This design comes from an exercise in tuning for small area, a short achievable clock period and few clock cycles per item on the open sky130 flow, not from production work.
Function was not checked in any run shown here: the RTL went through the layout flow alone.

==> flow/config.mk <==
export PLATFORM = sky130hd
export DESIGN_NAME = arctan
export DESIGN_NICKNAME = arctan
export VERILOG_FILES = /design/flow/design.v
export SDC_FILE = /design/flow/constraint.sdc
export NUM_CORES = 4
export LEC_CHECK = 0
export CAP_MARGIN = 20
export CORE_MARGIN = 2
export CORE_UTILIZATION = 40
export SETUP_SLACK_MARGIN = 1.7
export SLEW_MARGIN = 20
==> flow/design.v <==
module arctan #
	(
		parameter integer C_S00_AXIS_TDATA_WIDTH	= 32,
		parameter integer C_M00_AXIS_TDATA_WIDTH	= 32,
    parameter integer ITERATIONS = 16
	)
	(
		input wire  s00_axis_aclk, s00_axis_aresetn,
		input wire  s00_axis_tlast, s00_axis_tvalid,
		input wire [C_S00_AXIS_TDATA_WIDTH-1 : 0] s00_axis_tdata,
		input wire [(C_S00_AXIS_TDATA_WIDTH/8)-1: 0] s00_axis_tstrb,
		output logic  s00_axis_tready,
		input wire  m00_axis_aclk, m00_axis_aresetn,
		input wire  m00_axis_tready,
		output logic  m00_axis_tvalid, m00_axis_tlast,
		output logic [C_M00_AXIS_TDATA_WIDTH-1 : 0] m00_axis_tdata,
		output logic [(C_M00_AXIS_TDATA_WIDTH/8)-1: 0] m00_axis_tstrb
	);
  logic ov;   
  wire adv = m00_axis_tready | ~ov;
  assign s00_axis_tready = adv;
  logic s0_v;
  logic [4:0] s0_side;
  logic signed [15:0] s0_x, s0_y;
  logic [1:0] s0_q;
  logic [0:0] s0_b;
  logic s1_v;
  logic [4:0] s1_side;
  logic signed [15:0] s1_x, s1_y;
  logic [1:0] s1_q;
  logic [1:0] s1_b;
  logic s2_v;
  logic [4:0] s2_side;
  logic signed [15:0] s2_x, s2_y;
  logic [1:0] s2_q;
  logic [2:0] s2_b;
  logic s3_v;
  logic [4:0] s3_side;
  logic signed [15:0] s3_x, s3_y;
  logic [1:0] s3_q;
  logic [3:0] s3_b;
  logic s4_v;
  logic [4:0] s4_side;
  logic signed [15:0] s4_x, s4_y;
  logic [1:0] s4_q;
  logic [4:0] s4_b;
  logic s5_v;
  logic [4:0] s5_side;
  logic signed [15:0] s5_x, s5_y;
  logic [1:0] s5_q;
  logic [5:0] s5_b;
  logic s6_v;
  logic [4:0] s6_side;
  logic signed [15:0] s6_x, s6_y;
  logic [1:0] s6_q;
  logic [6:0] s6_b;
  logic s7_v;
  logic [4:0] s7_side;
  logic signed [15:0] s7_x, s7_y;
  logic [1:0] s7_q;
  logic [7:0] s7_b;
  logic s8_v;
  logic [4:0] s8_side;
  logic signed [15:0] s8_x, s8_y;
  logic [1:0] s8_q;
  logic [8:0] s8_b;
  logic s9_v;
  logic [4:0] s9_side;
  logic signed [15:0] s9_x, s9_y;
  logic [1:0] s9_q;
  logic [9:0] s9_b;
  logic s10_v;
  logic [4:0] s10_side;
  logic signed [15:0] s10_x, s10_y;
  logic [1:0] s10_q;
  logic [10:0] s10_b;
  logic s11_v;
  logic [4:0] s11_side;
  logic signed [15:0] s11_x, s11_y;
  logic [1:0] s11_q;
  logic [11:0] s11_b;
  logic s12_v;
  logic [4:0] s12_side;
  logic signed [15:0] s12_x, s12_y;
  logic [1:0] s12_q;
  logic [12:0] s12_b;
  logic s13_v;
  logic [4:0] s13_side;
  logic signed [15:0] s13_x, s13_y;
  logic [1:0] s13_q;
  logic [13:0] s13_b;
  logic s14_v;
  logic [4:0] s14_side;
  logic signed [18:0] s14_r;
  logic signed [4:0] s14_pc;
  logic [1:0] s14_bl;
  wire c0_neg = s00_axis_tdata[15:0][15];
  wire c0_yneg = s00_axis_tdata[31:16][15];
  logic signed [15:0] c0_xf, c0_yf;
  assign c0_xf = (s00_axis_tdata[15:0] ^ {16{c0_neg}}) + 16'(c0_neg);
  assign c0_yf = (s00_axis_tdata[31:16] ^ {16{c0_neg}}) + 16'(c0_neg);
  wire c0_dn0 = ~c0_yf[15];   
  logic [0:0] c0_b;
  assign c0_b = {c0_dn0};
  always_ff @(posedge s00_axis_aclk) begin
    if (s00_axis_aresetn == 1'b0) s0_v <= 1'b0;
    else if (adv) s0_v <= s00_axis_tvalid;
  end
  always_ff @(posedge s00_axis_aclk) begin
    if (adv) begin
      s0_x <= c0_xf;
      s0_y <= c0_yf;
      s0_q <= {c0_neg, c0_yneg};
      s0_b <= c0_b;
      s0_side <= {s00_axis_tlast, s00_axis_tstrb};
    end
  end
  wire c1_d0 = s0_b[0];   
  logic signed [15:0] c1_x1, c1_y1;
  logic signed [15:0] c1_x1_op;
  assign c1_x1_op = (s0_y >>> 0);
  logic [16:0] c1_x1_s;
  assign c1_x1_s = {s0_x, 1'b1} + {c1_x1_op ^ {16{s0_y[15]}}, s0_y[15]};
  assign c1_x1 = c1_x1_s[16:1];
  logic signed [15:0] c1_y1_op;
  assign c1_y1_op = (s0_x >>> 0);
  logic [16:0] c1_y1_s;
  assign c1_y1_s = {s0_y, 1'b1} + {c1_y1_op ^ {16{c1_d0}}, c1_d0};
  assign c1_y1 = c1_y1_s[16:1];
  wire c1_dn1 = ~c1_y1[15];   
  logic [1:0] c1_b;
  assign c1_b = {c1_dn1, s0_b};
  always_ff @(posedge s00_axis_aclk) begin
    if (s00_axis_aresetn == 1'b0) s1_v <= 1'b0;
    else if (adv) s1_v <= s0_v;
  end
  always_ff @(posedge s00_axis_aclk) begin
    if (adv) begin
      s1_x <= c1_x1;
      s1_y <= c1_y1;
      s1_q <= s0_q;
      s1_b <= c1_b;
      s1_side <= s0_side;
    end
  end
  wire c2_d1 = s1_b[1];   
  logic signed [15:0] c2_x2, c2_y2;
  logic signed [15:0] c2_x2_op;
  assign c2_x2_op = (s1_y >>> 1);
  logic [16:0] c2_x2_s;
  assign c2_x2_s = {s1_x, 1'b1} + {c2_x2_op ^ {16{s1_y[15]}}, s1_y[15]};
  assign c2_x2 = c2_x2_s[16:1];
  logic signed [15:0] c2_y2_op;
  assign c2_y2_op = (s1_x >>> 1);
  logic [16:0] c2_y2_s;
  assign c2_y2_s = {s1_y, 1'b1} + {c2_y2_op ^ {16{c2_d1}}, c2_d1};
  assign c2_y2 = c2_y2_s[16:1];
  wire c2_dn2 = ~c2_y2[15];   
  logic [2:0] c2_b;
  assign c2_b = {c2_dn2, s1_b};
  always_ff @(posedge s00_axis_aclk) begin
    if (s00_axis_aresetn == 1'b0) s2_v <= 1'b0;
    else if (adv) s2_v <= s1_v;
  end
  always_ff @(posedge s00_axis_aclk) begin
    if (adv) begin
      s2_x <= c2_x2;
      s2_y <= c2_y2;
      s2_q <= s1_q;
      s2_b <= c2_b;
      s2_side <= s1_side;
    end
  end
  wire c3_d2 = s2_b[2];   
  logic signed [15:0] c3_x3, c3_y3;
  logic signed [15:0] c3_x3_op;
  assign c3_x3_op = (s2_y >>> 2);
  logic [16:0] c3_x3_s;
  assign c3_x3_s = {s2_x, 1'b1} + {c3_x3_op ^ {16{s2_y[15]}}, s2_y[15]};
  assign c3_x3 = c3_x3_s[16:1];
  logic signed [15:0] c3_y3_op;
  assign c3_y3_op = (s2_x >>> 2);
  logic [16:0] c3_y3_s;
  assign c3_y3_s = {s2_y, 1'b1} + {c3_y3_op ^ {16{c3_d2}}, c3_d2};
  assign c3_y3 = c3_y3_s[16:1];
  wire c3_dn3 = ~c3_y3[15];   
  logic [3:0] c3_b;
  assign c3_b = {c3_dn3, s2_b};
  always_ff @(posedge s00_axis_aclk) begin
    if (s00_axis_aresetn == 1'b0) s3_v <= 1'b0;
    else if (adv) s3_v <= s2_v;
  end
  always_ff @(posedge s00_axis_aclk) begin
    if (adv) begin
      s3_x <= c3_x3;
      s3_y <= c3_y3;
      s3_q <= s2_q;
      s3_b <= c3_b;
      s3_side <= s2_side;
    end
  end
  wire c4_d3 = s3_b[3];   
  logic signed [15:0] c4_x4, c4_y4;
  logic signed [15:0] c4_x4_op;
  assign c4_x4_op = (s3_y >>> 3);
  logic [16:0] c4_x4_s;
  assign c4_x4_s = {s3_x, 1'b1} + {c4_x4_op ^ {16{s3_y[15]}}, s3_y[15]};
  assign c4_x4 = c4_x4_s[16:1];
  logic signed [15:0] c4_y4_op;
  assign c4_y4_op = (s3_x >>> 3);
  logic [16:0] c4_y4_s;
  assign c4_y4_s = {s3_y, 1'b1} + {c4_y4_op ^ {16{c4_d3}}, c4_d3};
  assign c4_y4 = c4_y4_s[16:1];
  wire c4_dn4 = ~c4_y4[15];   
  logic [4:0] c4_b;
  assign c4_b = {c4_dn4, s3_b};
  always_ff @(posedge s00_axis_aclk) begin
    if (s00_axis_aresetn == 1'b0) s4_v <= 1'b0;
    else if (adv) s4_v <= s3_v;
  end
  always_ff @(posedge s00_axis_aclk) begin
    if (adv) begin
      s4_x <= c4_x4;
      s4_y <= c4_y4;
      s4_q <= s3_q;
      s4_b <= c4_b;
      s4_side <= s3_side;
    end
  end
  wire c5_d4 = s4_b[4];   
  logic signed [15:0] c5_x5, c5_y5;
  logic signed [15:0] c5_x5_op;
  assign c5_x5_op = (s4_y >>> 4);
  logic [16:0] c5_x5_s;
  assign c5_x5_s = {s4_x, 1'b1} + {c5_x5_op ^ {16{s4_y[15]}}, s4_y[15]};
  assign c5_x5 = c5_x5_s[16:1];
  logic signed [15:0] c5_y5_op;
  assign c5_y5_op = (s4_x >>> 4);
  logic [16:0] c5_y5_s;
  assign c5_y5_s = {s4_y, 1'b1} + {c5_y5_op ^ {16{c5_d4}}, c5_d4};
  assign c5_y5 = c5_y5_s[16:1];
  wire c5_dn5 = ~c5_y5[15];   
  logic [5:0] c5_b;
  assign c5_b = {c5_dn5, s4_b};
  always_ff @(posedge s00_axis_aclk) begin
    if (s00_axis_aresetn == 1'b0) s5_v <= 1'b0;
    else if (adv) s5_v <= s4_v;
  end
  always_ff @(posedge s00_axis_aclk) begin
    if (adv) begin
      s5_x <= c5_x5;
      s5_y <= c5_y5;
      s5_q <= s4_q;
      s5_b <= c5_b;
      s5_side <= s4_side;
    end
  end
  wire c6_d5 = s5_b[5];   
  logic signed [15:0] c6_x6, c6_y6;
  logic signed [15:0] c6_x6_op;
  assign c6_x6_op = (s5_y >>> 5);
  logic [16:0] c6_x6_s;
  assign c6_x6_s = {s5_x, 1'b1} + {c6_x6_op ^ {16{s5_y[15]}}, s5_y[15]};
  assign c6_x6 = c6_x6_s[16:1];
  logic signed [15:0] c6_y6_op;
  assign c6_y6_op = (s5_x >>> 5);
  logic [16:0] c6_y6_s;
  assign c6_y6_s = {s5_y, 1'b1} + {c6_y6_op ^ {16{c6_d5}}, c6_d5};
  assign c6_y6 = c6_y6_s[16:1];
  wire c6_dn6 = ~c6_y6[15];   
  logic [6:0] c6_b;
  assign c6_b = {c6_dn6, s5_b};
  always_ff @(posedge s00_axis_aclk) begin
    if (s00_axis_aresetn == 1'b0) s6_v <= 1'b0;
    else if (adv) s6_v <= s5_v;
  end
  always_ff @(posedge s00_axis_aclk) begin
    if (adv) begin
      s6_x <= c6_x6;
      s6_y <= c6_y6;
      s6_q <= s5_q;
      s6_b <= c6_b;
      s6_side <= s5_side;
    end
  end
  wire c7_d6 = s6_b[6];   
  logic signed [15:0] c7_x7, c7_y7;
  logic signed [15:0] c7_x7_op;
  assign c7_x7_op = (s6_y >>> 6);
  logic [16:0] c7_x7_s;
  assign c7_x7_s = {s6_x, 1'b1} + {c7_x7_op ^ {16{s6_y[15]}}, s6_y[15]};
  assign c7_x7 = c7_x7_s[16:1];
  logic signed [15:0] c7_y7_op;
  assign c7_y7_op = (s6_x >>> 6);
  logic [16:0] c7_y7_s;
  assign c7_y7_s = {s6_y, 1'b1} + {c7_y7_op ^ {16{c7_d6}}, c7_d6};
  assign c7_y7 = c7_y7_s[16:1];
  wire c7_dn7 = ~c7_y7[15];   
  logic [7:0] c7_b;
  assign c7_b = {c7_dn7, s6_b};
  always_ff @(posedge s00_axis_aclk) begin
    if (s00_axis_aresetn == 1'b0) s7_v <= 1'b0;
    else if (adv) s7_v <= s6_v;
  end
  always_ff @(posedge s00_axis_aclk) begin
    if (adv) begin
      s7_x <= c7_x7;
      s7_y <= c7_y7;
      s7_q <= s6_q;
      s7_b <= c7_b;
      s7_side <= s6_side;
    end
  end
  wire c8_d7 = s7_b[7];   
  logic signed [15:0] c8_x8, c8_y8;
  logic signed [15:0] c8_x8_op;
  assign c8_x8_op = (s7_y >>> 7);
  logic [16:0] c8_x8_s;
  assign c8_x8_s = {s7_x, 1'b1} + {c8_x8_op ^ {16{s7_y[15]}}, s7_y[15]};
  assign c8_x8 = c8_x8_s[16:1];
  logic signed [15:0] c8_y8_op;
  assign c8_y8_op = (s7_x >>> 7);
  logic [16:0] c8_y8_s;
  assign c8_y8_s = {s7_y, 1'b1} + {c8_y8_op ^ {16{c8_d7}}, c8_d7};
  assign c8_y8 = c8_y8_s[16:1];
  wire c8_dn8 = ~c8_y8[15];   
  logic [8:0] c8_b;
  assign c8_b = {c8_dn8, s7_b};
  always_ff @(posedge s00_axis_aclk) begin
    if (s00_axis_aresetn == 1'b0) s8_v <= 1'b0;
    else if (adv) s8_v <= s7_v;
  end
  always_ff @(posedge s00_axis_aclk) begin
    if (adv) begin
      s8_x <= c8_x8;
      s8_y <= c8_y8;
      s8_q <= s7_q;
      s8_b <= c8_b;
      s8_side <= s7_side;
    end
  end
  wire c9_d8 = s8_b[8];   
  logic signed [15:0] c9_x9, c9_y9;
  logic signed [15:0] c9_x9_op;
  assign c9_x9_op = (s8_y >>> 8);
  logic [16:0] c9_x9_s;
  assign c9_x9_s = {s8_x, 1'b1} + {c9_x9_op ^ {16{s8_y[15]}}, s8_y[15]};
  assign c9_x9 = c9_x9_s[16:1];
  logic signed [15:0] c9_y9_op;
  assign c9_y9_op = (s8_x >>> 8);
  logic [16:0] c9_y9_s;
  assign c9_y9_s = {s8_y, 1'b1} + {c9_y9_op ^ {16{c9_d8}}, c9_d8};
  assign c9_y9 = c9_y9_s[16:1];
  wire c9_dn9 = ~c9_y9[15];   
  logic [9:0] c9_b;
  assign c9_b = {c9_dn9, s8_b};
  always_ff @(posedge s00_axis_aclk) begin
    if (s00_axis_aresetn == 1'b0) s9_v <= 1'b0;
    else if (adv) s9_v <= s8_v;
  end
  always_ff @(posedge s00_axis_aclk) begin
    if (adv) begin
      s9_x <= c9_x9;
      s9_y <= c9_y9;
      s9_q <= s8_q;
      s9_b <= c9_b;
      s9_side <= s8_side;
    end
  end
  wire c10_d9 = s9_b[9];   
  logic signed [15:0] c10_x10, c10_y10;
  logic signed [15:0] c10_x10_op;
  assign c10_x10_op = (s9_y >>> 9);
  logic [16:0] c10_x10_s;
  assign c10_x10_s = {s9_x, 1'b1} + {c10_x10_op ^ {16{s9_y[15]}}, s9_y[15]};
  assign c10_x10 = c10_x10_s[16:1];
  logic signed [15:0] c10_y10_op;
  assign c10_y10_op = (s9_x >>> 9);
  logic [16:0] c10_y10_s;
  assign c10_y10_s = {s9_y, 1'b1} + {c10_y10_op ^ {16{c10_d9}}, c10_d9};
  assign c10_y10 = c10_y10_s[16:1];
  wire c10_dn10 = ~c10_y10[15];   
  logic [10:0] c10_b;
  assign c10_b = {c10_dn10, s9_b};
  always_ff @(posedge s00_axis_aclk) begin
    if (s00_axis_aresetn == 1'b0) s10_v <= 1'b0;
    else if (adv) s10_v <= s9_v;
  end
  always_ff @(posedge s00_axis_aclk) begin
    if (adv) begin
      s10_x <= c10_x10;
      s10_y <= c10_y10;
      s10_q <= s9_q;
      s10_b <= c10_b;
      s10_side <= s9_side;
    end
  end
  wire c11_d10 = s10_b[10];   
  logic signed [15:0] c11_x11, c11_y11;
  logic signed [15:0] c11_x11_op;
  assign c11_x11_op = (s10_y >>> 10);
  logic [16:0] c11_x11_s;
  assign c11_x11_s = {s10_x, 1'b1} + {c11_x11_op ^ {16{s10_y[15]}}, s10_y[15]};
  assign c11_x11 = c11_x11_s[16:1];
  logic signed [15:0] c11_y11_op;
  assign c11_y11_op = (s10_x >>> 10);
  logic [16:0] c11_y11_s;
  assign c11_y11_s = {s10_y, 1'b1} + {c11_y11_op ^ {16{c11_d10}}, c11_d10};
  assign c11_y11 = c11_y11_s[16:1];
  wire c11_dn11 = ~c11_y11[15];   
  logic [11:0] c11_b;
  assign c11_b = {c11_dn11, s10_b};
  always_ff @(posedge s00_axis_aclk) begin
    if (s00_axis_aresetn == 1'b0) s11_v <= 1'b0;
    else if (adv) s11_v <= s10_v;
  end
  always_ff @(posedge s00_axis_aclk) begin
    if (adv) begin
      s11_x <= c11_x11;
      s11_y <= c11_y11;
      s11_q <= s10_q;
      s11_b <= c11_b;
      s11_side <= s10_side;
    end
  end
  wire c12_d11 = s11_b[11];   
  logic signed [15:0] c12_x12, c12_y12;
  logic signed [15:0] c12_x12_op;
  assign c12_x12_op = (s11_y >>> 11);
  logic [16:0] c12_x12_s;
  assign c12_x12_s = {s11_x, 1'b1} + {c12_x12_op ^ {16{s11_y[15]}}, s11_y[15]};
  assign c12_x12 = c12_x12_s[16:1];
  logic signed [15:0] c12_y12_op;
  assign c12_y12_op = (s11_x >>> 11);
  logic [16:0] c12_y12_s;
  assign c12_y12_s = {s11_y, 1'b1} + {c12_y12_op ^ {16{c12_d11}}, c12_d11};
  assign c12_y12 = c12_y12_s[16:1];
  wire c12_dn12 = ~c12_y12[15];   
  logic [12:0] c12_b;
  assign c12_b = {c12_dn12, s11_b};
  always_ff @(posedge s00_axis_aclk) begin
    if (s00_axis_aresetn == 1'b0) s12_v <= 1'b0;
    else if (adv) s12_v <= s11_v;
  end
  always_ff @(posedge s00_axis_aclk) begin
    if (adv) begin
      s12_x <= c12_x12;
      s12_y <= c12_y12;
      s12_q <= s11_q;
      s12_b <= c12_b;
      s12_side <= s11_side;
    end
  end
  wire c13_d12 = s12_b[12];   
  logic signed [15:0] c13_x13, c13_y13;
  logic signed [15:0] c13_x13_op;
  assign c13_x13_op = (s12_y >>> 12);
  logic [16:0] c13_x13_s;
  assign c13_x13_s = {s12_x, 1'b1} + {c13_x13_op ^ {16{s12_y[15]}}, s12_y[15]};
  assign c13_x13 = c13_x13_s[16:1];
  logic signed [15:0] c13_y13_op;
  assign c13_y13_op = (s12_x >>> 12);
  logic [16:0] c13_y13_s;
  assign c13_y13_s = {s12_y, 1'b1} + {c13_y13_op ^ {16{c13_d12}}, c13_d12};
  assign c13_y13 = c13_y13_s[16:1];
  wire c13_dn13 = ~c13_y13[15];   
  logic [13:0] c13_b;
  assign c13_b = {c13_dn13, s12_b};
  always_ff @(posedge s00_axis_aclk) begin
    if (s00_axis_aresetn == 1'b0) s13_v <= 1'b0;
    else if (adv) s13_v <= s12_v;
  end
  always_ff @(posedge s00_axis_aclk) begin
    if (adv) begin
      s13_x <= c13_x13;
      s13_y <= c13_y13;
      s13_q <= s12_q;
      s13_b <= c13_b;
      s13_side <= s12_side;
    end
  end
  wire c14_d13 = s13_b[13];   
  logic signed [15:0] c14_y14;
  logic signed [15:0] c14_y14_op;
  assign c14_y14_op = (s13_x >>> 13);
  logic [16:0] c14_y14_s;
  assign c14_y14_s = {s13_y, 1'b1} + {c14_y14_op ^ {16{c14_d13}}, c14_d13};
  assign c14_y14 = c14_y14_s[16:1];
  wire c14_d14 = ~c14_y14[15];   
  logic signed [18:0] c14_k;
  assign c14_k = (s13_q[1] ? (s13_q[0] ? (s13_b[4] ? (s13_b[3] ? (s13_b[2] ? (s13_b[1] ? (s13_b[0] ? -19'sd49906 : -19'sd101376) : (s13_b[0] ? -19'sd80290 : -19'sd131760)) : (s13_b[1] ? (s13_b[0] ? -19'sd65960 : -19'sd117430) : (s13_b[0] ? -19'sd96344 : -19'sd147814))) : (s13_b[2] ? (s13_b[1] ? (s13_b[0] ? -19'sd58054 : -19'sd109524) : (s13_b[0] ? -19'sd88438 : -19'sd139908)) : (s13_b[1] ? (s13_b[0] ? -19'sd74108 : -19'sd125578) : (s13_b[0] ? -19'sd104492 : -19'sd155962)))) : (s13_b[3] ? (s13_b[2] ? (s13_b[1] ? (s13_b[0] ? -19'sd53996 : -19'sd105466) : (s13_b[0] ? -19'sd84380 : -19'sd135850)) : (s13_b[1] ? (s13_b[0] ? -19'sd70050 : -19'sd121520) : (s13_b[0] ? -19'sd100434 : -19'sd151904))) : (s13_b[2] ? (s13_b[1] ? (s13_b[0] ? -19'sd62144 : -19'sd113614) : (s13_b[0] ? -19'sd92528 : -19'sd143998)) : (s13_b[1] ? (s13_b[0] ? -19'sd78198 : -19'sd129668) : (s13_b[0] ? -19'sd108582 : -19'sd160052))))) : (s13_b[4] ? (s13_b[3] ? (s13_b[2] ? (s13_b[1] ? (s13_b[0] ? 19'sd155980 : 19'sd104510) : (s13_b[0] ? 19'sd125596 : 19'sd74126)) : (s13_b[1] ? (s13_b[0] ? 19'sd139926 : 19'sd88456) : (s13_b[0] ? 19'sd109542 : 19'sd58072))) : (s13_b[2] ? (s13_b[1] ? (s13_b[0] ? 19'sd147832 : 19'sd96362) : (s13_b[0] ? 19'sd117448 : 19'sd65978)) : (s13_b[1] ? (s13_b[0] ? 19'sd131778 : 19'sd80308) : (s13_b[0] ? 19'sd101394 : 19'sd49924)))) : (s13_b[3] ? (s13_b[2] ? (s13_b[1] ? (s13_b[0] ? 19'sd151890 : 19'sd100420) : (s13_b[0] ? 19'sd121506 : 19'sd70036)) : (s13_b[1] ? (s13_b[0] ? 19'sd135836 : 19'sd84366) : (s13_b[0] ? 19'sd105452 : 19'sd53982))) : (s13_b[2] ? (s13_b[1] ? (s13_b[0] ? 19'sd143742 : 19'sd92272) : (s13_b[0] ? 19'sd113358 : 19'sd61888)) : (s13_b[1] ? (s13_b[0] ? 19'sd127688 : 19'sd76218) : (s13_b[0] ? 19'sd97304 : 19'sd45834)))))) : (s13_b[4] ? (s13_b[3] ? (s13_b[2] ? (s13_b[1] ? (s13_b[0] ? 19'sd53037 : 19'sd1567) : (s13_b[0] ? 19'sd22653 : -19'sd28817)) : (s13_b[1] ? (s13_b[0] ? 19'sd36983 : -19'sd14487) : (s13_b[0] ? 19'sd6599 : -19'sd44871))) : (s13_b[2] ? (s13_b[1] ? (s13_b[0] ? 19'sd44889 : -19'sd6581) : (s13_b[0] ? 19'sd14505 : -19'sd36965)) : (s13_b[1] ? (s13_b[0] ? 19'sd28835 : -19'sd22635) : (s13_b[0] ? -19'sd1549 : -19'sd53019)))) : (s13_b[3] ? (s13_b[2] ? (s13_b[1] ? (s13_b[0] ? 19'sd48947 : -19'sd2523) : (s13_b[0] ? 19'sd18563 : -19'sd32907)) : (s13_b[1] ? (s13_b[0] ? 19'sd32893 : -19'sd18577) : (s13_b[0] ? 19'sd2509 : -19'sd48961))) : (s13_b[2] ? (s13_b[1] ? (s13_b[0] ? 19'sd40799 : -19'sd10671) : (s13_b[0] ? 19'sd10415 : -19'sd41055)) : (s13_b[1] ? (s13_b[0] ? 19'sd24745 : -19'sd26725) : (s13_b[0] ? -19'sd5639 : -19'sd57109))))));
  logic [18:0] c14_bv;
  assign c14_bv = {1'b0, 1'b0, 1'b0, 1'b0, 1'b0, 1'b0, 1'b0, s13_b[5], s13_b[6], s13_b[7], s13_b[8], s13_b[9], s13_b[10], s13_b[11], s13_b[12], 1'b0, 1'b0, 1'b0, 1'b0};
  logic signed [18:0] c14_r;
  logic [8:0] c14_lo;
  assign c14_lo = {1'b0, c14_k[11:4]} + {1'b0, c14_bv[11:4]};
  logic [6:0] c14_h0;
  assign c14_h0 = (s13_q[1] ? (s13_q[0] ? (s13_b[4] ? (s13_b[3] ? (s13_b[2] ? (s13_b[1] ? (s13_b[0] ? 7'd115 : 7'd103) : (s13_b[0] ? 7'd108 : 7'd95)) : (s13_b[1] ? (s13_b[0] ? 7'd111 : 7'd99) : (s13_b[0] ? 7'd104 : 7'd91))) : (s13_b[2] ? (s13_b[1] ? (s13_b[0] ? 7'd113 : 7'd101) : (s13_b[0] ? 7'd106 : 7'd93)) : (s13_b[1] ? (s13_b[0] ? 7'd109 : 7'd97) : (s13_b[0] ? 7'd102 : 7'd89)))) : (s13_b[3] ? (s13_b[2] ? (s13_b[1] ? (s13_b[0] ? 7'd114 : 7'd102) : (s13_b[0] ? 7'd107 : 7'd94)) : (s13_b[1] ? (s13_b[0] ? 7'd110 : 7'd98) : (s13_b[0] ? 7'd103 : 7'd90))) : (s13_b[2] ? (s13_b[1] ? (s13_b[0] ? 7'd112 : 7'd100) : (s13_b[0] ? 7'd105 : 7'd92)) : (s13_b[1] ? (s13_b[0] ? 7'd108 : 7'd96) : (s13_b[0] ? 7'd101 : 7'd88))))) : (s13_b[4] ? (s13_b[3] ? (s13_b[2] ? (s13_b[1] ? (s13_b[0] ? 7'd38 : 7'd25) : (s13_b[0] ? 7'd30 : 7'd18)) : (s13_b[1] ? (s13_b[0] ? 7'd34 : 7'd21) : (s13_b[0] ? 7'd26 : 7'd14))) : (s13_b[2] ? (s13_b[1] ? (s13_b[0] ? 7'd36 : 7'd23) : (s13_b[0] ? 7'd28 : 7'd16)) : (s13_b[1] ? (s13_b[0] ? 7'd32 : 7'd19) : (s13_b[0] ? 7'd24 : 7'd12)))) : (s13_b[3] ? (s13_b[2] ? (s13_b[1] ? (s13_b[0] ? 7'd37 : 7'd24) : (s13_b[0] ? 7'd29 : 7'd17)) : (s13_b[1] ? (s13_b[0] ? 7'd33 : 7'd20) : (s13_b[0] ? 7'd25 : 7'd13))) : (s13_b[2] ? (s13_b[1] ? (s13_b[0] ? 7'd35 : 7'd22) : (s13_b[0] ? 7'd27 : 7'd15)) : (s13_b[1] ? (s13_b[0] ? 7'd31 : 7'd18) : (s13_b[0] ? 7'd23 : 7'd11)))))) : (s13_b[4] ? (s13_b[3] ? (s13_b[2] ? (s13_b[1] ? (s13_b[0] ? 7'd12 : 7'd0) : (s13_b[0] ? 7'd5 : 7'd120)) : (s13_b[1] ? (s13_b[0] ? 7'd9 : 7'd124) : (s13_b[0] ? 7'd1 : 7'd117))) : (s13_b[2] ? (s13_b[1] ? (s13_b[0] ? 7'd10 : 7'd126) : (s13_b[0] ? 7'd3 : 7'd118)) : (s13_b[1] ? (s13_b[0] ? 7'd7 : 7'd122) : (s13_b[0] ? 7'd127 : 7'd115)))) : (s13_b[3] ? (s13_b[2] ? (s13_b[1] ? (s13_b[0] ? 7'd11 : 7'd127) : (s13_b[0] ? 7'd4 : 7'd119)) : (s13_b[1] ? (s13_b[0] ? 7'd8 : 7'd123) : (s13_b[0] ? 7'd0 : 7'd116))) : (s13_b[2] ? (s13_b[1] ? (s13_b[0] ? 7'd9 : 7'd125) : (s13_b[0] ? 7'd2 : 7'd117)) : (s13_b[1] ? (s13_b[0] ? 7'd6 : 7'd121) : (s13_b[0] ? 7'd126 : 7'd114))))));
  logic [6:0] c14_h1;
  assign c14_h1 = (s13_q[1] ? (s13_q[0] ? (s13_b[4] ? (s13_b[3] ? (s13_b[2] ? (s13_b[1] ? (s13_b[0] ? 7'd116 : 7'd104) : (s13_b[0] ? 7'd109 : 7'd96)) : (s13_b[1] ? (s13_b[0] ? 7'd112 : 7'd100) : (s13_b[0] ? 7'd105 : 7'd92))) : (s13_b[2] ? (s13_b[1] ? (s13_b[0] ? 7'd114 : 7'd102) : (s13_b[0] ? 7'd107 : 7'd94)) : (s13_b[1] ? (s13_b[0] ? 7'd110 : 7'd98) : (s13_b[0] ? 7'd103 : 7'd90)))) : (s13_b[3] ? (s13_b[2] ? (s13_b[1] ? (s13_b[0] ? 7'd115 : 7'd103) : (s13_b[0] ? 7'd108 : 7'd95)) : (s13_b[1] ? (s13_b[0] ? 7'd111 : 7'd99) : (s13_b[0] ? 7'd104 : 7'd91))) : (s13_b[2] ? (s13_b[1] ? (s13_b[0] ? 7'd113 : 7'd101) : (s13_b[0] ? 7'd106 : 7'd93)) : (s13_b[1] ? (s13_b[0] ? 7'd109 : 7'd97) : (s13_b[0] ? 7'd102 : 7'd89))))) : (s13_b[4] ? (s13_b[3] ? (s13_b[2] ? (s13_b[1] ? (s13_b[0] ? 7'd39 : 7'd26) : (s13_b[0] ? 7'd31 : 7'd19)) : (s13_b[1] ? (s13_b[0] ? 7'd35 : 7'd22) : (s13_b[0] ? 7'd27 : 7'd15))) : (s13_b[2] ? (s13_b[1] ? (s13_b[0] ? 7'd37 : 7'd24) : (s13_b[0] ? 7'd29 : 7'd17)) : (s13_b[1] ? (s13_b[0] ? 7'd33 : 7'd20) : (s13_b[0] ? 7'd25 : 7'd13)))) : (s13_b[3] ? (s13_b[2] ? (s13_b[1] ? (s13_b[0] ? 7'd38 : 7'd25) : (s13_b[0] ? 7'd30 : 7'd18)) : (s13_b[1] ? (s13_b[0] ? 7'd34 : 7'd21) : (s13_b[0] ? 7'd26 : 7'd14))) : (s13_b[2] ? (s13_b[1] ? (s13_b[0] ? 7'd36 : 7'd23) : (s13_b[0] ? 7'd28 : 7'd16)) : (s13_b[1] ? (s13_b[0] ? 7'd32 : 7'd19) : (s13_b[0] ? 7'd24 : 7'd12)))))) : (s13_b[4] ? (s13_b[3] ? (s13_b[2] ? (s13_b[1] ? (s13_b[0] ? 7'd13 : 7'd1) : (s13_b[0] ? 7'd6 : 7'd121)) : (s13_b[1] ? (s13_b[0] ? 7'd10 : 7'd125) : (s13_b[0] ? 7'd2 : 7'd118))) : (s13_b[2] ? (s13_b[1] ? (s13_b[0] ? 7'd11 : 7'd127) : (s13_b[0] ? 7'd4 : 7'd119)) : (s13_b[1] ? (s13_b[0] ? 7'd8 : 7'd123) : (s13_b[0] ? 7'd0 : 7'd116)))) : (s13_b[3] ? (s13_b[2] ? (s13_b[1] ? (s13_b[0] ? 7'd12 : 7'd0) : (s13_b[0] ? 7'd5 : 7'd120)) : (s13_b[1] ? (s13_b[0] ? 7'd9 : 7'd124) : (s13_b[0] ? 7'd1 : 7'd117))) : (s13_b[2] ? (s13_b[1] ? (s13_b[0] ? 7'd10 : 7'd126) : (s13_b[0] ? 7'd3 : 7'd118)) : (s13_b[1] ? (s13_b[0] ? 7'd7 : 7'd122) : (s13_b[0] ? 7'd127 : 7'd115))))));
  assign c14_r = {c14_lo[8] ? c14_h1 : c14_h0, c14_lo[7:0], c14_k[3:0]};
  logic [3:0] c14_pc;   
  assign c14_pc = 4'(s13_b[5]) + 4'(s13_b[6]) + 4'(s13_b[7]) + 4'(s13_b[8]) + 4'(s13_b[9]) + 4'(s13_b[10]) + 4'(s13_b[11]) + 4'(s13_b[12]);
  logic signed [4:0] c14_t;
  assign c14_t = $signed({3'b000, s13_b[13], s13_b[13]}) - $signed({1'b0, c14_pc});
  logic [14:0] c14_b;
  assign c14_b = {c14_d14, s13_b};
  always_ff @(posedge s00_axis_aclk) begin
    if (s00_axis_aresetn == 1'b0) s14_v <= 1'b0;
    else if (adv) s14_v <= s13_v;
  end
  always_ff @(posedge s00_axis_aclk) begin
    if (adv) begin
      s14_r <= c14_r;
      s14_pc <= c14_t;
      s14_bl <= c14_b[14:13];
      s14_side <= s13_side;
    end
  end
  logic signed [18:0] c15_ph;
  logic [18:0] c15_su;
  assign c15_su = {s14_r[18:1], 1'b1} + {18'(s14_pc), s14_bl[1]};
  assign c15_ph = {c15_su[18:1], s14_r[0]};
  logic signed [18:0] o_ph;
  logic [4:0] o_side;
  always_ff @(posedge s00_axis_aclk) begin
    if (s00_axis_aresetn == 1'b0) ov <= 1'b0;
    else if (adv) ov <= s14_v;
  end
  always_ff @(posedge s00_axis_aclk) begin
    if (adv) begin
      o_ph <= c15_ph;
      o_side <= s14_side;
    end
  end
  assign m00_axis_tvalid = ov;
  assign m00_axis_tdata = {{(C_M00_AXIS_TDATA_WIDTH-19){o_ph[18]}}, o_ph};
  assign m00_axis_tlast = o_side[4];
  assign m00_axis_tstrb = o_side[3:0];
endmodule
==> flow/constraint.sdc <==
create_clock -name core_clock -period 5.0 [get_ports {s00_axis_aclk}]
set_input_delay 1.0000 -clock core_clock [delete_from_list [all_inputs] [get_ports {s00_axis_aclk}]]
set_output_delay 1.0000 -clock core_clock [all_outputs]
set_load 0.01 [all_outputs]
==> flow/run.sh <==
#!/bin/bash
# synth_recipe.tcl (not shown) runs the flow's synth.tcl, then flattens the netlist and writes it again
# the make line also repeats each setting of config.mk as NAME=value (left out here)
make -C /OpenROAD-flow-scripts/flow DESIGN_CONFIG=/design/flow/config.mk WORK_HOME=/design/flow/orfs CLKGATE_MAP_FILE= SYNTH_SCRIPT=/design/flow/synth_recipe.tcl finish
==> results of run 1 <==
[layout by cell type, fill, tap and decap left out, types with 23 or more instances in the layout]
cell / count
o21bai_1: 64
mux2i_1: 31
a21oi_1: 280
xor2_1: 387
o21a_1: 49
clkbuf_16: 84
nand2b_1: 40
clkbuf_1: 26
a21o_1: 108
xnor2_1: 313
clkdlybuf4s50_1: 77
buf_4: 69
ha_1: 367
o21ai_0: 133
and3_1: 41
nand4_1: 23
inv_1: 131
nand2_1: 213
edfxtp_1: 677
a211oi_1: 33
nand3_1: 72
nor2b_1: 30
nor2_1: 163
nor3_1: 43
[kinds of logic (layout without fill, tap and decap cells)]
family | Yosys count | count (layout) | share of synthesized area
buf+inv | 228 | 459 | 0.0222
xor+xnor | 705 | 705 | 0.145
fa+ha+maj | 384 | 384 | 0.114
compound gates | 934 | 934 | 0.145
simple gates | 705 | 705 | 0.0796
flops | 693 | 693 | 0.484
mux | 42 | 42 | 0.0108
[worst max-delay path: cells and delay by family, from the launching register on]
family	cells	cell delay, ns
adders and majority gates	3	0.68
muxes	2	0.28
AOI/OAI and AO/OA	5	0.75
and+or+nand+nor	4	0.70
buffers and inverters	3	0.40
DFF	1	0.36
[layout make-up]
| type | instances | area (µm²) | area share |
|---|---|---|---|
| clock buffers | 112 | 2230 | 0.0458 |
| clock inverters | 39 | 414 | 0.00852 |
| inverters | 138 | 551 | 0.0113 |
| multi-input cells | 2770 | 21400 | 0.440 |
| flip-flops and latches | 693 | 20600 | 0.425 |
| well taps | 1391 | 1740 | 0.0358 |
| repair buffers | 168 | 1630 | 0.0335 |
| repair inverters | 2 | 17.5 | 0.000361 |
[stage by stage]
step           cell area [µm²]  hold WS, ns
3_3_place_gp             45100        0.400
5_1_grt                  48600        0.403
2_1_floorplan            42800        0.400
3_5_place_dp             45100        0.405
4_1_cts                  48300        0.388
6_report                 48600        0.399
[metal layers]
metal	track usage	routed length (µm)	part of all wire
met3	0.0234	2600	0.030
met5	0	0	0
met2	0.295	44600	0.52
met1	0.186	36000	0.42
met4	0.0544	3010	0.035
[cell usage after synthesis (49+ instances only)]
| library cell | count | area share |
|---|---|---|
| edfxtp_1 | 677 | 0.48 |
| xor2_1 | 392 | 0.080 |
| ha_1 | 376 | 0.11 |
| xnor2_1 | 313 | 0.064 |
| a21oi_1 | 286 | 0.034 |
| nand2_1 | 214 | 0.019 |
| nor2_1 | 167 | 0.015 |
| o21ai_0 | 136 | 0.016 |
| inv_1 | 134 | 0.012 |
| a21o_1 | 108 | 0.019 |
| nand3_1 | 72 | 0.0084 |
| o21bai_1 | 64 | 0.011 |
| o21a_1 | 49 | 0.0086 |
[repair_timing]
action / in CTS / in global routing
pin swaps: 7 / 11
cloned: 2 / 0
setup endpoints to repair: 37 / 25
buffers inserted: 55 / 15
gates resized for setup: 28 / 27
[worst paths after layout]
check,cells past startpoint,slack [ns],endpoint,startpoint
setup / recovery,17,1.66,s14_r[14]$_DFFE_PP_,s13_b[1]$_DFFE_PP_
hold / removal,0,0.40,s10_side[1]$_DFFE_PP_,s9_side[1]$_DFFE_PP_
hold reg to reg,0,0.40,s10_side[1]$_DFFE_PP_,s9_side[1]$_DFFE_PP_
setup reg to reg,17,1.66,s14_r[14]$_DFFE_PP_,s13_b[1]$_DFFE_PP_
==> results.cfg, run 1 <==
[detailed_routing]
drcViolationCount = 0
wl_per_cell_um = 16.2
vias = 27600
first_iter_violations = 1289
ant_nets = 0
vias_per_cell = 5.19
first_pass_iters = 5
wl_um = 86200

[logic_synthesis]
synth_nets = 4118
syn_inst = 3691
yosysUniqueCellTypes = 95
synthArstFlopShare = 0
ys_ff_latch = 693
synth-main-ff-cell = edfxtp_1
avgSynthCellArea_um2 = 11.6
yosys_warnings = 1
synth_area_um2 = 42700
synth_edf_count = 677
seq_area_frac_synth = 0.484

[sta]
finalWorstSetupSlack_ns = 1.66
slew_violations = 0
period_minus_slack_ns = 3.34
grt_setup_unrepaired = yes
hold_violations = 0
fmax_ghz = 0.299
fin_setup_tns_ns = 0
period_share = 0.669
setup_violations = 0
relSlewSlack = 0.319
skew_ns = 0.0313
worst_slew_pin_slew_ns = 1.02

[worst_setup_path]
critPathKind = reg2reg
worstSetupEndpointType = flop
critical-path-max-stage-delay_ns = 0.36
cp.arrival_ns = 3.82
critPathRequiredTime_ns = 5.47
crit_path_cell_trace = buf_4 > inv_8 > ha_4 > nor2b_4 > o21ai_1 > o21ai_1 > a211oi_2 > ha_2 > fa_2 > a21o_1 > nand4_1 > and3_4 > nor2_4 > buf_6 > mux2i_1 > mux2i_1 > a32oi_1
path_max_fanout = 7
slowest_stage = edfxtp_1
critPathLaunchType = flop

[clocking]
cts_tree = done
htreeDepth = 3
insertion_delay_ns = 0.65
cts_buffers = 82
root_buffer = clkbuf_16
cts.sinks = 693
clk_pin_slew_ns = 0.06
hold_buffers = 0
clk_path_buf_depth = 3

[floorplanning]
core_um2 = 106000
initial_core_util = 0.404
die_y_um = 331
rows = 119
io_pins = 82
die_area_um2 = 109000
fp.dieW_um = 331

[outcome]
status = no timing/DRC/antenna violations

[placement]
place_ws_ns = 0.920
dpl.hpwl_um = 62600
placedCellCount = 5090
port_buffers = 79
gp_congestion = 0.841

[global_routing]
grt_pass1_wl_um = 140000
grt_usage = 0.159
grt_antenna_before_repair = 2
grt_remaining_overflow = 0
grt_pass1_vias = 26800
grt_start_max_net_pins = 153

[finish]
final_cells = 5313
diodes = 0
syn2layout_area_growth_pct = 13.8
biggestRegsByFlops = o_ph (19), s14_r (19)
utilization = 0.460
layout-drive-gt1-share = 0.0798
num-fill-cells = 9613
final_nets = 4282

[run]
cap_violations = 0

[worst_hold_path]
min_path_type = reg2reg
==> run 2: changes to the inputs <==
--- a/flow/design.v
+++ b/flow/design.v
@@ -87,6 +87,7 @@
   logic s13_v;
   logic [4:0] s13_side;
   logic signed [15:0] s13_x, s13_y;
+  logic signed [18:0] s13_kk;
   logic [1:0] s13_q;
   logic [13:0] s13_b;
   logic s14_v;
@@ -463,6 +464,11 @@
   logic [16:0] c13_y13_s;
   assign c13_y13_s = {s12_y, 1'b1} + {c13_y13_op ^ {16{c13_d12}}, c13_d12};
   assign c13_y13 = c13_y13_s[16:1];
+  logic signed [18:0] c13_k, c13_kc;
+  logic [18:0] c13_kt;
+  assign c13_kc = s12_q[1] ? (s12_q[0] ? -19'sd160052 : 19'sd45834) : -19'sd57109;
+  assign c13_kt = (s12_b[4] ? (s12_b[3] ? (s12_b[2] ? (s12_b[1] ? (s12_b[0] ? 19'd110146 : 19'd58676) : (s12_b[0] ? 19'd79762 : 19'd28292)) : (s12_b[1] ? (s12_b[0] ? 19'd94092 : 19'd42622) : (s12_b[0] ? 19'd63708 : 19'd12238))) : (s12_b[2] ? (s12_b[1] ? (s12_b[0] ? 19'd101998 : 19'd50528) : (s12_b[0] ? 19'd71614 : 19'd20144)) : (s12_b[1] ? (s12_b[0] ? 19'd85944 : 19'd34474) : (s12_b[0] ? 19'd55560 : 19'd4090)))) : (s12_b[3] ? (s12_b[2] ? (s12_b[1] ? (s12_b[0] ? 19'd106056 : 19'd54586) : (s12_b[0] ? 19'd75672 : 19'd24202)) : (s12_b[1] ? (s12_b[0] ? 19'd90002 : 19'd38532) : (s12_b[0] ? 19'd59618 : 19'd8148))) : (s12_b[2] ? (s12_b[1] ? (s12_b[0] ? 19'd97908 : 19'd46438) : (s12_b[0] ? 19'd67524 : 19'd16054)) : (s12_b[1] ? (s12_b[0] ? 19'd81854 : 19'd30384) : (s12_b[0] ? 19'd51470 : 19'd0)))));
+  assign c13_k = c13_kc + c13_kt;
   wire c13_dn13 = ~c13_y13[15];   
   logic [13:0] c13_b;
   assign c13_b = {c13_dn13, s12_b};
@@ -474,6 +480,7 @@
     if (adv) begin
       s13_x <= c13_x13;
       s13_y <= c13_y13;
+      s13_kk <= c13_k;
       s13_q <= s12_q;
       s13_b <= c13_b;
       s13_side <= s12_side;
@@ -488,16 +495,15 @@
   assign c14_y14 = c14_y14_s[16:1];
   wire c14_d14 = ~c14_y14[15];   
   logic signed [18:0] c14_k;
-  assign c14_k = (s13_q[1] ? (s13_q[0] ? (s13_b[4] ? (s13_b[3] ? (s13_b[2] ? (s13_b[1] ? (s13_b[0] ? -19'sd49906 : -19'sd101376) : (s13_b[0] ? -19'sd80290 : -19'sd131760)) : (s13_b[1] ? (s13_b[0] ? -19'sd65960 : -19'sd117430) : (s13_b[0] ? -19'sd96344 : -19'sd147814))) : (s13_b[2] ? (s13_b[1] ? (s13_b[0] ? -19'sd58054 : -19'sd109524) : (s13_b[0] ? -19'sd88438 : -19'sd139908)) : (s13_b[1] ? (s13_b[0] ? -19'sd74108 : -19'sd125578) : (s13_b[0] ? -19'sd104492 : -19'sd155962)))) : (s13_b[3] ? (s13_b[2] ? (s13_b[1] ? (s13_b[0] ? -19'sd53996 : -19'sd105466) : (s13_b[0] ? -19'sd84380 : -19'sd135850)) : (s13_b[1] ? (s13_b[0] ? -19'sd70050 : -19'sd121520) : (s13_b[0] ? -19'sd100434 : -19'sd151904))) : (s13_b[2] ? (s13_b[1] ? (s13_b[0] ? -19'sd62144 : -19'sd113614) : (s13_b[0] ? -19'sd92528 : -19'sd143998)) : (s13_b[1] ? (s13_b[0] ? -19'sd78198 : -19'sd129668) : (s13_b[0] ? -19'sd108582 : -19'sd160052))))) : (s13_b[4] ? (s13_b[3] ? (s13_b[2] ? (s13_b[1] ? (s13_b[0] ? 19'sd155980 : 19'sd104510) : (s13_b[0] ? 19'sd125596 : 19'sd74126)) : (s13_b[1] ? (s13_b[0] ? 19'sd139926 : 19'sd88456) : (s13_b[0] ? 19'sd109542 : 19'sd58072))) : (s13_b[2] ? (s13_b[1] ? (s13_b[0] ? 19'sd147832 : 19'sd96362) : (s13_b[0] ? 19'sd117448 : 19'sd65978)) : (s13_b[1] ? (s13_b[0] ? 19'sd131778 : 19'sd80308) : (s13_b[0] ? 19'sd101394 : 19'sd49924)))) : (s13_b[3] ? (s13_b[2] ? (s13_b[1] ? (s13_b[0] ? 19'sd151890 : 19'sd100420) : (s13_b[0] ? 19'sd121506 : 19'sd70036)) : (s13_b[1] ? (s13_b[0] ? 19'sd135836 : 19'sd84366) : (s13_b[0] ? 19'sd105452 : 19'sd53982))) : (s13_b[2] ? (s13_b[1] ? (s13_b[0] ? 19'sd143742 : 19'sd92272) : (s13_b[0] ? 19'sd113358 : 19'sd61888)) : (s13_b[1] ? (s13_b[0] ? 19'sd127688 : 19'sd76218) : (s13_b[0] ? 19'sd97304 : 19'sd45834)))))) : (s13_b[4] ? (s13_b[3] ? (s13_b[2] ? (s13_b[1] ? (s13_b[0] ? 19'sd53037 : 19'sd1567) : (s13_b[0] ? 19'sd22653 : -19'sd28817)) : (s13_b[1] ? (s13_b[0] ? 19'sd36983 : -19'sd14487) : (s13_b[0] ? 19'sd6599 : -19'sd44871))) : (s13_b[2] ? (s13_b[1] ? (s13_b[0] ? 19'sd44889 : -19'sd6581) : (s13_b[0] ? 19'sd14505 : -19'sd36965)) : (s13_b[1] ? (s13_b[0] ? 19'sd28835 : -19'sd22635) : (s13_b[0] ? -19'sd1549 : -19'sd53019)))) : (s13_b[3] ? (s13_b[2] ? (s13_b[1] ? (s13_b[0] ? 19'sd48947 : -19'sd2523) : (s13_b[0] ? 19'sd18563 : -19'sd32907)) : (s13_b[1] ? (s13_b[0] ? 19'sd32893 : -19'sd18577) : (s13_b[0] ? 19'sd2509 : -19'sd48961))) : (s13_b[2] ? (s13_b[1] ? (s13_b[0] ? 19'sd40799 : -19'sd10671) : (s13_b[0] ? 19'sd10415 : -19'sd41055)) : (s13_b[1] ? (s13_b[0] ? 19'sd24745 : -19'sd26725) : (s13_b[0] ? -19'sd5639 : -19'sd57109))))));
+  assign c14_k = s13_kk;
   logic [18:0] c14_bv;
   assign c14_bv = {1'b0, 1'b0, 1'b0, 1'b0, 1'b0, 1'b0, 1'b0, s13_b[5], s13_b[6], s13_b[7], s13_b[8], s13_b[9], s13_b[10], s13_b[11], s13_b[12], 1'b0, 1'b0, 1'b0, 1'b0};
   logic signed [18:0] c14_r;
   logic [8:0] c14_lo;
   assign c14_lo = {1'b0, c14_k[11:4]} + {1'b0, c14_bv[11:4]};
-  logic [6:0] c14_h0;
-  assign c14_h0 = (s13_q[1] ? (s13_q[0] ? (s13_b[4] ? (s13_b[3] ? (s13_b[2] ? (s13_b[1] ? (s13_b[0] ? 7'd115 : 7'd103) : (s13_b[0] ? 7'd108 : 7'd95)) : (s13_b[1] ? (s13_b[0] ? 7'd111 : 7'd99) : (s13_b[0] ? 7'd104 : 7'd91))) : (s13_b[2] ? (s13_b[1] ? (s13_b[0] ? 7'd113 : 7'd101) : (s13_b[0] ? 7'd106 : 7'd93)) : (s13_b[1] ? (s13_b[0] ? 7'd109 : 7'd97) : (s13_b[0] ? 7'd102 : 7'd89)))) : (s13_b[3] ? (s13_b[2] ? (s13_b[1] ? (s13_b[0] ? 7'd114 : 7'd102) : (s13_b[0] ? 7'd107 : 7'd94)) : (s13_b[1] ? (s13_b[0] ? 7'd110 : 7'd98) : (s13_b[0] ? 7'd103 : 7'd90))) : (s13_b[2] ? (s13_b[1] ? (s13_b[0] ? 7'd112 : 7'd100) : (s13_b[0] ? 7'd105 : 7'd92)) : (s13_b[1] ? (s13_b[0] ? 7'd108 : 7'd96) : (s13_b[0] ? 7'd101 : 7'd88))))) : (s13_b[4] ? (s13_b[3] ? (s13_b[2] ? (s13_b[1] ? (s13_b[0] ? 7'd38 : 7'd25) : (s13_b[0] ? 7'd30 : 7'd18)) : (s13_b[1] ? (s13_b[0] ? 7'd34 : 7'd21) : (s13_b[0] ? 7'd26 : 7'd14))) : (s13_b[2] ? (s13_b[1] ? (s13_b[0] ? 7'd36 : 7'd23) : (s13_b[0] ? 7'd28 : 7'd16)) : (s13_b[1] ? (s13_b[0] ? 7'd32 : 7'd19) : (s13_b[0] ? 7'd24 : 7'd12)))) : (s13_b[3] ? (s13_b[2] ? (s13_b[1] ? (s13_b[0] ? 7'd37 : 7'd24) : (s13_b[0] ? 7'd29 : 7'd17)) : (s13_b[1] ? (s13_b[0] ? 7'd33 : 7'd20) : (s13_b[0] ? 7'd25 : 7'd13))) : (s13_b[2] ? (s13_b[1] ? (s13_b[0] ? 7'd35 : 7'd22) : (s13_b[0] ? 7'd27 : 7'd15)) : (s13_b[1] ? (s13_b[0] ? 7'd31 : 7'd18) : (s13_b[0] ? 7'd23 : 7'd11)))))) : (s13_b[4] ? (s13_b[3] ? (s13_b[2] ? (s13_b[1] ? (s13_b[0] ? 7'd12 : 7'd0) : (s13_b[0] ? 7'd5 : 7'd120)) : (s13_b[1] ? (s13_b[0] ? 7'd9 : 7'd124) : (s13_b[0] ? 7'd1 : 7'd117))) : (s13_b[2] ? (s13_b[1] ? (s13_b[0] ? 7'd10 : 7'd126) : (s13_b[0] ? 7'd3 : 7'd118)) : (s13_b[1] ? (s13_b[0] ? 7'd7 : 7'd122) : (s13_b[0] ? 7'd127 : 7'd115)))) : (s13_b[3] ? (s13_b[2] ? (s13_b[1] ? (s13_b[0] ? 7'd11 : 7'd127) : (s13_b[0] ? 7'd4 : 7'd119)) : (s13_b[1] ? (s13_b[0] ? 7'd8 : 7'd123) : (s13_b[0] ? 7'd0 : 7'd116))) : (s13_b[2] ? (s13_b[1] ? (s13_b[0] ? 7'd9 : 7'd125) : (s13_b[0] ? 7'd2 : 7'd117)) : (s13_b[1] ? (s13_b[0] ? 7'd6 : 7'd121) : (s13_b[0] ? 7'd126 : 7'd114))))));
-  logic [6:0] c14_h1;
-  assign c14_h1 = (s13_q[1] ? (s13_q[0] ? (s13_b[4] ? (s13_b[3] ? (s13_b[2] ? (s13_b[1] ? (s13_b[0] ? 7'd116 : 7'd104) : (s13_b[0] ? 7'd109 : 7'd96)) : (s13_b[1] ? (s13_b[0] ? 7'd112 : 7'd100) : (s13_b[0] ? 7'd105 : 7'd92))) : (s13_b[2] ? (s13_b[1] ? (s13_b[0] ? 7'd114 : 7'd102) : (s13_b[0] ? 7'd107 : 7'd94)) : (s13_b[1] ? (s13_b[0] ? 7'd110 : 7'd98) : (s13_b[0] ? 7'd103 : 7'd90)))) : (s13_b[3] ? (s13_b[2] ? (s13_b[1] ? (s13_b[0] ? 7'd115 : 7'd103) : (s13_b[0] ? 7'd108 : 7'd95)) : (s13_b[1] ? (s13_b[0] ? 7'd111 : 7'd99) : (s13_b[0] ? 7'd104 : 7'd91))) : (s13_b[2] ? (s13_b[1] ? (s13_b[0] ? 7'd113 : 7'd101) : (s13_b[0] ? 7'd106 : 7'd93)) : (s13_b[1] ? (s13_b[0] ? 7'd109 : 7'd97) : (s13_b[0] ? 7'd102 : 7'd89))))) : (s13_b[4] ? (s13_b[3] ? (s13_b[2] ? (s13_b[1] ? (s13_b[0] ? 7'd39 : 7'd26) : (s13_b[0] ? 7'd31 : 7'd19)) : (s13_b[1] ? (s13_b[0] ? 7'd35 : 7'd22) : (s13_b[0] ? 7'd27 : 7'd15))) : (s13_b[2] ? (s13_b[1] ? (s13_b[0] ? 7'd37 : 7'd24) : (s13_b[0] ? 7'd29 : 7'd17)) : (s13_b[1] ? (s13_b[0] ? 7'd33 : 7'd20) : (s13_b[0] ? 7'd25 : 7'd13)))) : (s13_b[3] ? (s13_b[2] ? (s13_b[1] ? (s13_b[0] ? 7'd38 : 7'd25) : (s13_b[0] ? 7'd30 : 7'd18)) : (s13_b[1] ? (s13_b[0] ? 7'd34 : 7'd21) : (s13_b[0] ? 7'd26 : 7'd14))) : (s13_b[2] ? (s13_b[1] ? (s13_b[0] ? 7'd36 : 7'd23) : (s13_b[0] ? 7'd28 : 7'd16)) : (s13_b[1] ? (s13_b[0] ? 7'd32 : 7'd19) : (s13_b[0] ? 7'd24 : 7'd12)))))) : (s13_b[4] ? (s13_b[3] ? (s13_b[2] ? (s13_b[1] ? (s13_b[0] ? 7'd13 : 7'd1) : (s13_b[0] ? 7'd6 : 7'd121)) : (s13_b[1] ? (s13_b[0] ? 7'd10 : 7'd125) : (s13_b[0] ? 7'd2 : 7'd118))) : (s13_b[2] ? (s13_b[1] ? (s13_b[0] ? 7'd11 : 7'd127) : (s13_b[0] ? 7'd4 : 7'd119)) : (s13_b[1] ? (s13_b[0] ? 7'd8 : 7'd123) : (s13_b[0] ? 7'd0 : 7'd116)))) : (s13_b[3] ? (s13_b[2] ? (s13_b[1] ? (s13_b[0] ? 7'd12 : 7'd0) : (s13_b[0] ? 7'd5 : 7'd120)) : (s13_b[1] ? (s13_b[0] ? 7'd9 : 7'd124) : (s13_b[0] ? 7'd1 : 7'd117))) : (s13_b[2] ? (s13_b[1] ? (s13_b[0] ? 7'd10 : 7'd126) : (s13_b[0] ? 7'd3 : 7'd118)) : (s13_b[1] ? (s13_b[0] ? 7'd7 : 7'd122) : (s13_b[0] ? 7'd127 : 7'd115))))));
+  logic [6:0] c14_h0, c14_h1;
+  assign c14_h0 = c14_k[18:12];
+  assign c14_h1 = c14_k[18:12] + 7'd1;
   assign c14_r = {c14_lo[8] ? c14_h1 : c14_h0, c14_lo[7:0], c14_k[3:0]};
   logic [3:0] c14_pc;   
   assign c14_pc = 4'(s13_b[5]) + 4'(s13_b[6]) + 4'(s13_b[7]) + 4'(s13_b[8]) + 4'(s13_b[9]) + 4'(s13_b[10]) + 4'(s13_b[11]) + 4'(s13_b[12]);
==> run 2 against run 1 <==
Effect of this change:
- cell count shrank 0.49%
- die area grew 0.31%
- synthesized cell count shrank 0.87%
- routed wire length shrank 6.6%
- worst setup slack gained 0.21 ns
- clock skew shrank 0.0016 ns
- critical path depth shrank 6
==> results.cfg, run 2 <==
[outcome]
status = no timing/DRC/antenna violations

[detailed_routing]
ant_nets = 0
first_pass_iters = 5
wl_per_cell_um = 15.2
first_iter_violations = 1381
drcViolationCount = 0
wl_um = 80500
vias = 26700
vias_per_cell = 5.06

[clocking]
clk_path_buf_depth = 3
clk_pin_slew_ns = 0.06
cts.sinks = 706
cts_tree = done
htreeDepth = 3
hold_buffers = 0
cts_buffers = 83
root_buffer = clkbuf_16
insertion_delay_ns = 0.66

[worst_setup_path]
path_max_fanout = 4
slowest_stage = edfxtp_1
critPathMostFrequentCell = xor2_1
critPathLaunchType = flop
worstSetupEndpointType = flop
r2r_setup_slack_ns = 1.87
critPathRequiredTime_ns = 5.39
crit_path_cell_trace = buf_4 > xor2_1 > ha_1 > inv_1 > o21bai_1 > a21o_1 > a211oi_1 > nor3_1 > o31ai_1 > a21oi_1 > xor2_1
cp.arrival_ns = 3.53
critPathKind = reg2reg
critical-path-max-stage-delay_ns = 0.52

[sta]
finalWorstSetupSlack_ns = 1.87
hold_violations = 0
worst_slew_pin_slew_ns = 1.05
relSlewSlack = 0.302
grt_setup_unrepaired = yes
slew_violations = 0
period_share = 0.627
period_minus_slack_ns = 3.13
fmax_ghz = 0.319
setup_violations = 0
skew_ns = 0.0297
fin_setup_tns_ns = 0

[finish]
syn2layout_area_growth_pct = 13.4
diodes = 0
final_nets = 4249
layout_commonest_cell = edfxtp_1
num-fill-cells = 9873
layout-drive-gt1-share = 0.0716
layout_common_cells = 690 x edfxtp_1, 406 x xor2_1, 383 x ha_1
biggestRegsByFlops = o_ph (19), s13_kk (19), s14_r (19)

[logic_synthesis]
synth_area_um2 = 42800
synth-main-ff-cell = edfxtp_1
synth.top_cells.by_count = 690 x edfxtp_1, 410 x xor2_1, 383 x ha_1
seq_area_frac_synth = 0.491
synthTopCellsByArea = edfxtp_1 48%, ha_1 11%, xor2_1 8.4%
netlist.area_leader.share = 0.484
synth_edf_count = 690
yosysUniqueCellTypes = 83
synthArstFlopShare = 0
syn_inst = 3659
synth_nets = 4094
yosys_warnings = 1
yosysMostFrequentCell = edfxtp_1
yosys.area.top_type = edfxtp_1
avgSynthCellArea_um2 = 11.7
ys_ff_latch = 706

[floorplanning]
fp.dieW_um = 331
rows = 120
core_um2 = 107000
io_pins = 82
initial_core_util = 0.402
die_area_um2 = 110000
die_y_um = 331

[run]
cap_violations = 0

[global_routing]
grt_pass1_vias = 25700
grt_antenna_before_repair = 0
grt_usage = 0.145
grt_start_max_net_pins = 176
grt_remaining_overflow = 0
grt_pass1_wl_um = 132000

[placement]
port_buffers = 79
gp_congestion = 0.810
dpl.hpwl_um = 58000
place_ws_ns = 1.36

[worst_hold_path]
min_path_type = reg2reg
## run 2: cell type report
| cell class | count | area, µm² | area share |
|---|---|---|---|
| repair buffers | 162 | 1540 | 0.0316 |
| clock buffers | 99 | 2160 | 0.0444 |
| flip-flops and latches | 706 | 21000 | 0.433 |
| multi-input cells | 2728 | 21000 | 0.432 |
| well taps | 1403 | 1760 | 0.0361 |
| inverters | 133 | 519 | 0.0107 |
| clock inverters | 56 | 556 | 0.0114 |
## run 2: timing repair
action                                 CTS  global route
setup buffers                           28            39
endpoints found under the hold margin    0             0
resized for setup                        6            19
setup endpoints to repair               27            57
## run 2: path summary, 6_finish.rpt
check,cells after the start,start,to
worst min-delay path,0,s6_side[0]$_DFFE_PP_,s7_side[0]$_DFFE_PP_
worst min register to register,0,s6_side[0]$_DFFE_PP_,s7_side[0]$_DFFE_PP_
worst max register to register,11,s2_y[15]$_DFFE_PP_,s3_x[15]$_DFFE_PP_
worst max-delay path,11,s2_y[15]$_DFFE_PP_,s3_x[15]$_DFFE_PP_
## run 2: through the flow
stage | instances | hold slack, ns | utilization | instance area [µm²]
floorplan | 3659 | 0.400 | - | 42900
global placement | 5065 | 0.400 | 0.423 | 45100
detailed placement | 5065 | 0.405 | 0.423 | 45100
CTS | 5248 | 0.414 | 0.451 | 48100
global route | 5287 | 0.418 | 0.456 | 48600
finish | 5287 | 0.412 | 0.456 | 48600
## run 2: logic make-up (layout without fill, tap and decap cells)
group | count (synthesis) | count (layout) | synth area share
XOR/XNOR | 725 | 725 | 0.148
multiplexers | 50 | 50 | 0.0127
buffers and inverters | 225 | 450 | 0.0214
flip-flops | 706 | 706 | 0.491
adder cells (fa/ha/maj) | 392 | 392 | 0.116
AND/OR/NAND/NOR | 714 | 714 | 0.0823
AO/OA/AOI/OAI | 847 | 847 | 0.128
## run 2: critical path: cells and delay by family, from the launching register on
family / cells / cell delay, ns
xor+xnor: 2 / 0.33
simple gates: 1 / 0.16
compound gates: 5 / 1.27
buf+inv: 2 / 0.27
fa+ha+maj: 1 / 0.32
flops: 1 / 0.52
## run 2: layer usage
metal	track usage	up-vias	part of all wire
met5	0	-	0
met4	0.0480	0	0.028
met3	0.0213	117	0.029
met2	0.254	317	0.49
met1	0.183	12500	0.45
li1	-	13800	-

port drivers added, routing unchanged:
The flow's constraints put no driver on any port. The routed layouts listed below were extracted and timed again, unchanged, in two steps. Step 1 assumes that a clkbuf_16 drives the clock port and a buf_2 every other input. Step 2, shift: input delay + t, output delay - t, t = (earliest + latest rising clock arrival at the registers) / 2. This alone moves slack from input paths to output paths. a / b / c = no drivers / after step 1 / after step 2; a / b = the first two.
run | t, ns | setup slack, ns | worst register clock-pin slew, ns
run 1 | 0.703 | 1.657 / 1.657 / 1.457 | 0.06 / 0.06
run 2 | 0.712 | 1.867 / 1.867 / 1.358 | 0.06 / 0.06
After both steps setup and hold are still met in every run listed. The setup slack of run 2, which loses most, moves by 0.000 ns with the drivers and by -0.509 ns with both steps.
